What follows belongs to an exercise in optimizing a design on an open flow for small area; a production flow would make more cautious choices. RTL that was checked went through simulation tests only; none was proved equivalent to the original.

==> inputs of job 9941 <==
==> flow/design.v <==
`timescale 1ns / 1ps
module FIFO #(
	parameter WIDTH = 8,
	parameter DEPTH = 8
	)(
	input clk,
	input rst_n,
	input [WIDTH - 1:0] writeData,
	input writeEn,
	output logic [WIDTH - 1:0] readData,
	input readEn,
	output full,
	output empty
	);
	logic [4:0] count;
	logic [8:0] at;  
	logic [DEPTH - 1:0][WIDTH - 1:0] mem;
	assign at[0] = ~count[4] & ~count[0];
	assign at[1] = ~count[1] & count[0];
	assign at[2] = ~count[2] & count[1];
	assign at[3] = ~count[3] & count[2];
	assign at[4] = ~count[4] & count[3];
	assign at[5] = count[4] & count[0];
	assign at[6] = count[1] & ~count[0];
	assign at[7] = count[2] & ~count[1];
	assign at[8] = count[3] & ~count[2];
	assign full = at[8];
	assign empty = at[0];
	always @* begin
		readData = 0;
		for (int j = 0; j < DEPTH; j = j + 1)
			readData = readData | (mem[j] & {WIDTH{at[j]}});
	end
	always @(posedge clk) begin
		if (writeEn)
			mem <= {mem[DEPTH - 2:0], writeData};
		if (~rst_n)
			count <= 0;
		else if (writeEn & ~readEn)
			count <= {count[3:0], ~count[4]};
		else if (readEn & ~writeEn)
			count <= {~count[0], count[4:1]};
	end
endmodule
`timescale 1ns / 1ps
module SPIwithFIFO #(
	parameter WIDTH = 8,
	parameter TxFIFODepth = 8,
	parameter RxFIFODepth = 8
	)(
	input clk,
	input rst_n,
    input CS_n,
    input SCLK,
    input MOSI,
    output MISO,
	output [WIDTH - 1:0] RXdata,
	input readEn,
	output RXFIFOempty,
	output RXFIFOfull,
	output TXFIFOempty,
	output TXFIFOfull,
	input [WIDTH - 1:0] TXdata,
	input writeEn
    );
	localparam RXAW = $clog2(RxFIFODepth);
	logic CS_nHist;  
	logic prevSCLK;
	logic CS_nFallingEdge;
	logic sclkRise, sclkFall;
	assign CS_nFallingEdge = CS_nHist & ~CS_n;
	assign sclkRise = ~prevSCLK & SCLK;
	assign sclkFall = prevSCLK & ~SCLK;
	always @(posedge clk) begin
		CS_nHist <= CS_n;
		prevSCLK <= SCLK;
	end
	logic [WIDTH - 1:0] shiftIn;
	logic [2:0] rxBitCount;
	logic rxByteDone;    
	logic writeRXFIFO;   
	always @(posedge clk) begin
		if (sclkRise)
			shiftIn <= {shiftIn[WIDTH - 2:0], MOSI};
		if (~rst_n) begin
			rxBitCount <= 3'b000;
			rxByteDone <= 1'b0;
			writeRXFIFO <= 1'b0;
		end else begin
			writeRXFIFO <= rxByteDone;
			rxByteDone <= sclkRise && rxBitCount == 3'b100;  
			if (CS_nFallingEdge)
				rxBitCount <= 3'b000;
			else if (sclkRise)
				rxBitCount <= {rxBitCount[1:0], ~(rxBitCount[2] ^ (rxBitCount[1] & ~rxBitCount[0]))};
		end
	end
	logic [RxFIFODepth - 1:0][WIDTH - 1:0] rxMem;
	logic [3:0] rxCount;
	logic [3:0] rxCountUp, rxCountDown;
	logic [7:0] rxAt;  
	assign rxCountUp = {rxCount[2:0], ~rxCount[3]};
	assign rxCountDown = {~rxCount[0], rxCount[3:1]};
	assign rxAt[0] = ~rxCount[3] & ~rxCount[0];
	assign rxAt[1] = ~rxCount[1] & rxCount[0];
	assign rxAt[2] = ~rxCount[2] & rxCount[1];
	assign rxAt[3] = ~rxCount[3] & rxCount[2];
	assign rxAt[4] = rxCount[3] & rxCount[0];
	assign rxAt[5] = rxCount[1] & ~rxCount[0];
	assign rxAt[6] = rxCount[2] & ~rxCount[1];
	assign rxAt[7] = rxCount[3] & ~rxCount[2];
	logic rxPending;
	logic rxShift;
	logic [WIDTH - 1:0] rxMux;
	always @* begin
		rxMux = 0;
		for (int j = 0; j < RxFIFODepth; j = j + 1)
			rxMux = rxMux | (rxMem[j] & {WIDTH{rxAt[j]}});
	end
	assign RXdata = rxMux;
	assign RXFIFOempty = rxAt[0];
	assign RXFIFOfull = rxPending;
	assign rxShift = writeRXFIFO ? (~rxAt[7] | readEn) : (rxPending & readEn);
	always @(posedge clk) begin
		if (~rst_n)
			rxMem[0] <= 0;  
		else if (rxShift)
			rxMem <= {rxMem[RxFIFODepth - 2:0], shiftIn};
		if (~rst_n) begin
			rxCount <= 0;
			rxPending <= 1'b0;
		end else begin
			if (rxShift & ~readEn)
				rxCount <= rxCountUp;
			else if (readEn & ~rxShift)
				rxCount <= rxCountDown;
			if (rxPending)
				rxPending <= ~readEn;
			else
				rxPending <= writeRXFIFO & rxAt[7] & ~readEn;
		end
	end
	logic [WIDTH - 1:0] shiftOut;
	logic [3:0] txBitCount;
	logic [3:0] txBitCountDec;
	logic readTXFIFO;   
	logic loadTX;       
	logic [WIDTH - 1:0] TXFIFOdata;
	assign MISO = shiftOut[WIDTH - 1];
	assign txBitCountDec = {txBitCount[2:0],
		txBitCount[2] ? (txBitCount[3] ^ (txBitCount[1] & txBitCount[0])) : ~txBitCount[3]};
	FIFO #(.WIDTH(WIDTH), .DEPTH(TxFIFODepth)) TXFIFO (
		.clk(clk),
		.rst_n(rst_n),
		.writeData(TXdata),
		.writeEn(writeEn),
		.readData(TXFIFOdata),
		.readEn(readTXFIFO),
		.full(TXFIFOfull),
		.empty(TXFIFOempty)
	);
	logic shiftOutEn;
	logic [WIDTH - 1:0] shiftOutNext;
	assign shiftOutEn = ~rst_n | sclkFall | loadTX;
	assign shiftOutNext = ~rst_n ? {WIDTH{1'b0}} : sclkFall ? {shiftOut[WIDTH - 2:0], 1'b0} : TXFIFOdata;
	logic startTX;
	assign startTX = ~readTXFIFO & ~loadTX && txBitCount == 4'b0000 && ~TXFIFOempty && ~CS_nFallingEdge;
	always @(posedge clk) begin
		if (shiftOutEn)
			shiftOut <= shiftOutNext;
		if (~rst_n) begin
			txBitCount <= 4'b0110;
			readTXFIFO <= 1'b0;
			loadTX <= 1'b0;
		end else begin
			readTXFIFO <= startTX;
			loadTX <= readTXFIFO;
			if (sclkFall)
				txBitCount <= txBitCountDec;
			else if (startTX | CS_nFallingEdge)
				txBitCount <= 4'b0110;
		end
	end
endmodule
==> flow/flow/run.sh <==
#!/bin/bash
# The standard layout (standard.sh), except that:
# - the input and output ports get the smallest buffer cell;
# - clock tree synthesis adds no dummy loads (cells that only balance the
#   load of the clock tree's leaf nets).
# Each tool's output goes to its own log under orfs/logs; standard.log holds
# the make output.
export BUFFER_PORTS_ARGS="-buffer_cell sky130_fd_sc_hd__buf_1"
export CTS_ARGS="-sink_clustering_enable -repair_clock_nets -buf_list sky130_fd_sc_hd__clkbuf_8 -dont_use_dummy_load"
bash standard.sh > standard.log 2>&1
==> flow/standard.sh <==
#!/bin/bash
# synth_recipe.tcl (not shown) runs the flow's synth.tcl, then flattens the netlist and writes it again
# the make line also repeats each setting of config.mk as NAME=value (left out here)
make -C /OpenROAD-flow-scripts/flow DESIGN_CONFIG=/design/flow/config.mk WORK_HOME=/design/flow/orfs CLKGATE_MAP_FILE= SYNTH_SCRIPT=/design/flow/synth_recipe.tcl "${@:-finish}"
==> flow/config.mk <==
export PLATFORM = sky130hd
export DESIGN_NAME = SPIwithFIFO
export DESIGN_NICKNAME = SPIwithFIFO
export VERILOG_FILES = /design/flow/design.v
export SDC_FILE = /design/flow/constraint.sdc
export NUM_CORES = 4
export LEC_CHECK = 0
export CAP_MARGIN = 20
export CORE_MARGIN = 2
export CORE_UTILIZATION = 70
export CTS_BUF_LIST = sky130_fd_sc_hd__clkbuf_8
export SLEW_MARGIN = 20
==> flow/constraint.sdc <==
create_clock -name core_clock -period 5.0 [get_ports {clk}]
set_input_delay 1.0000 -clock core_clock [delete_from_list [all_inputs] [get_ports {clk}]]
set_output_delay 1.0000 -clock core_clock [all_outputs]
set_load 0.01 [all_outputs]
==> job 2087 (differences from job 9941) <==
==> flow/design.v (replaced) <==
`timescale 1ns / 1ps
module FIFO #(
	parameter WIDTH = 8,
	parameter DEPTH = 8
	)(
	input clk,
	input rst_n,
	input [WIDTH - 1:0] writeData,
	input writeEn,
	output [WIDTH - 1:0] readData,
	input readEn,
	output full,
	output empty
	);
	logic [2:0] lastPtr, writePtr;  
	logic [2:0] readPtr, writeNext;
	logic wrapped;  
	logic [DEPTH - 1:0][WIDTH - 1:0] mem;
	logic [WIDTH - 1:0] readMux;
	assign readPtr = {lastPtr[1:0], ~(lastPtr[2] ^ (lastPtr[1] & ~lastPtr[0]))};
	assign writeNext = {writePtr[1:0], ~(writePtr[2] ^ (writePtr[1] & ~writePtr[0]))};
	assign full = (writePtr == readPtr) & wrapped;
	assign empty = (writePtr == readPtr) & ~wrapped;
	always_comb begin
		readMux = 0;
		for (int j = 0; j < DEPTH; j = j + 1)
			readMux = readMux | (mem[j] & {WIDTH{lastPtr == j}});
	end
	assign readData = readMux;
	genvar i;
	generate
		for (i = 0; i < DEPTH; i = i + 1) begin : slot
			always @(posedge clk)
				if (writeEn && writePtr == i)
					mem[i] <= writeData;
		end
	endgenerate
	always @(posedge clk) begin
		if (~rst_n) begin
			lastPtr <= 3'b100;
			writePtr <= 3'b000;
			wrapped <= 1'b0;
		end else begin
			if (writeEn)
				writePtr <= writeNext;
			if (readEn)
				lastPtr <= readPtr;
			if (writeEn | readEn)
				wrapped <= writeEn;
		end
	end
endmodule
`timescale 1ns / 1ps
module SPIwithFIFO #(
	parameter WIDTH = 8,
	parameter TxFIFODepth = 8,
	parameter RxFIFODepth = 8
	)(
	input clk,
	input rst_n,
    input CS_n,
    input SCLK,
    input MOSI,
    output MISO,
	output [WIDTH - 1:0] RXdata,
	input readEn,
	output RXFIFOempty,
	output RXFIFOfull,
	output TXFIFOempty,
	output TXFIFOfull,
	input [WIDTH - 1:0] TXdata,
	input writeEn
    );
	logic CS_nHist;  
	logic prevSCLK;
	logic CS_nFallingEdge;
	logic sclkRise, sclkFall;
	assign CS_nFallingEdge = CS_nHist & ~CS_n;
	assign sclkRise = ~prevSCLK & SCLK;
	assign sclkFall = prevSCLK & ~SCLK;
	always @(posedge clk) begin
		CS_nHist <= CS_n;
		prevSCLK <= SCLK;
	end
	logic [WIDTH - 1:0] shiftIn;
	logic [2:0] rxBitCount;   
	logic rxByteDone;    
	logic writeRXFIFO;   
	always @(posedge clk) begin
		if (sclkRise)
			shiftIn <= {shiftIn[WIDTH - 2:0], MOSI};
		if (~rst_n) begin
			rxBitCount <= 3'b000;
			rxByteDone <= 1'b0;
			writeRXFIFO <= 1'b0;
		end else begin
			writeRXFIFO <= rxByteDone;
			rxByteDone <= sclkRise && rxBitCount == 3'b100;  
			if (CS_nFallingEdge)
				rxBitCount <= 3'b000;
			else if (sclkRise)
				rxBitCount <= {rxBitCount[1:0], ~(rxBitCount[2] ^ (rxBitCount[1] & ~rxBitCount[0]))};
		end
	end
	logic [RxFIFODepth - 1:0][WIDTH - 1:0] rxMem;
	logic [2:0] rxLast, rxWrite;
	logic [2:0] rxRead, rxWriteNext;
	logic rxPending;
	logic rxSevenQueued;
	logic rxMemWrite;
	logic [WIDTH - 1:0] rxMux;
	assign rxRead = {rxLast[1:0], ~(rxLast[2] ^ (rxLast[1] & ~rxLast[0]))};
	assign rxWriteNext = {rxWrite[1:0], ~(rxWrite[2] ^ (rxWrite[1] & ~rxWrite[0]))};
	always_comb begin
		rxMux = 0;
		for (int j = 0; j < RxFIFODepth; j = j + 1)
			rxMux = rxMux | (rxMem[j] & {WIDTH{rxLast == j}});
	end
	assign RXdata = rxMux;
	assign RXFIFOempty = rxWrite == rxRead;
	assign RXFIFOfull = rxPending;
	assign rxSevenQueued = rxWrite == rxLast;
	assign rxMemWrite = writeRXFIFO ? (~rxSevenQueued | readEn) : (rxPending & readEn);
	genvar i;
	generate
		for (i = 0; i < RxFIFODepth; i = i + 1) begin : rxSlot
			always @(posedge clk)
				if (~rst_n) begin
					if (i == 3'b100)
						rxMem[i] <= 0;  
				end else if (rxMemWrite && rxWrite == i)
					rxMem[i] <= shiftIn;
		end
	endgenerate
	always @(posedge clk) begin
		if (~rst_n) begin
			rxLast <= 3'b100;
			rxWrite <= 3'b000;
			rxPending <= 1'b0;
		end else begin
			if (readEn)
				rxLast <= rxRead;
			if (rxMemWrite)
				rxWrite <= rxWriteNext;
			if (rxPending)
				rxPending <= ~readEn;
			else
				rxPending <= writeRXFIFO & rxSevenQueued & ~readEn;
		end
	end
	logic [WIDTH - 1:0] shiftOut;
	logic [3:0] txBitCount;
	logic [3:0] txBitCountDec;
	logic readTXFIFO;   
	logic loadTX;       
	logic [WIDTH - 1:0] TXFIFOdata;
	assign MISO = shiftOut[WIDTH - 1];
	assign txBitCountDec = {txBitCount[2:0],
		txBitCount[2] ? (txBitCount[3] ^ (txBitCount[1] & txBitCount[0])) : ~txBitCount[3]};
	FIFO #(.WIDTH(WIDTH), .DEPTH(TxFIFODepth)) TXFIFO (
		.clk(clk),
		.rst_n(rst_n),
		.writeData(TXdata),
		.writeEn(writeEn),
		.readData(TXFIFOdata),
		.readEn(readTXFIFO),
		.full(TXFIFOfull),
		.empty(TXFIFOempty)
	);
	logic startTX;
	assign startTX = ~readTXFIFO & ~loadTX && txBitCount == 4'b0000 && ~TXFIFOempty && ~CS_nFallingEdge;
	always @(posedge clk) begin
		if (~rst_n) begin
			shiftOut <= 0;
			txBitCount <= 4'b0110;
			readTXFIFO <= 1'b0;
			loadTX <= 1'b0;
		end else begin
			readTXFIFO <= startTX;
			loadTX <= readTXFIFO;
			if (sclkFall)
				shiftOut <= {shiftOut[WIDTH - 2:0], 1'b0};
			else if (loadTX)
				shiftOut <= TXFIFOdata;
			if (sclkFall)
				txBitCount <= txBitCountDec;
			else if (startTX | CS_nFallingEdge)
				txBitCount <= 4'b0110;
		end
	end
endmodule
==> flow/run.sh (new file) <==
#!/bin/bash
# synth_recipe.tcl (not shown) runs the flow's synth.tcl, then flattens the netlist and writes it again
# the make line also repeats each setting of config.mk as NAME=value (left out here)
make -C /OpenROAD-flow-scripts/flow DESIGN_CONFIG=/design/flow/config.mk WORK_HOME=/design/flow/orfs CLKGATE_MAP_FILE= SYNTH_SCRIPT=/design/flow/synth_recipe.tcl finish
Settings changed: CORE_UTILIZATION 70 to 40.
removed: flow/flow/run.sh
removed: flow/standard.sh
==> results.toml <==
[run_status]
outcome = "no timing/DRC/antenna violations"

[placed_design]
hpwl_mm = 9.13

[logic_synthesis]
synth_edf_count = 128
yosys.area_share.simple_pct = 8.84

[timing]
period_needed_ns = 4.44

[layout]
syn_to_final_growth_pct = 12.2

[global_routing]
grt_max_degree = 41

[pwr]
p_leak_nw = 2.64
# the run above: job 2087

==> results.toml <==
[placed_design]
hpwl_mm = 7.49

[layout]
syn_to_final_growth_pct = 6.11

[global_routing]
grt_max_degree = 65

[pwr]
p_leak_nw = 2.15

[logic_synthesis]
synth_edf_count = 136

[run_status]
outcome = "no timing/DRC/antenna violations"

[timing]
period_needed_ns = 3.18
# the run above: job 9941

Function not checked in job 2087: the RTL went through the layout flow alone.

-- afterwards: timing with drivers on the ports --
The results above use ideal ports. As a check the final layouts listed here were re-extracted and re-timed, cells and wires unchanged.
Step 1: set_driving_cell puts a clkbuf_16 on clk and a buf_2 on each other input, an assumption about the parent block.
Step 2 times the ports against the registers' clock, not the clock port: input delays grow and output delays shrink by t, the midpoint of the rising clock arrivals with the driver on.
Slacks: ideal / step 1 / step 2; pairs: ideal / step 1.
run	t, ns	slack for setup (ns)	hold slack, ns	clock arrival spread, ns	pins driven straight from the clock port
job 9941	0.447	1.821 / 1.788 / 1.977	0.422 / 0.422 / 0.422	0.033 / 0.033	1
job 2087	0.487	0.558 / 0.520 / 1.007	0.459 / 0.459 / 0.459	0.011 / 0.011	1
After both steps setup and hold are still met in every run listed.
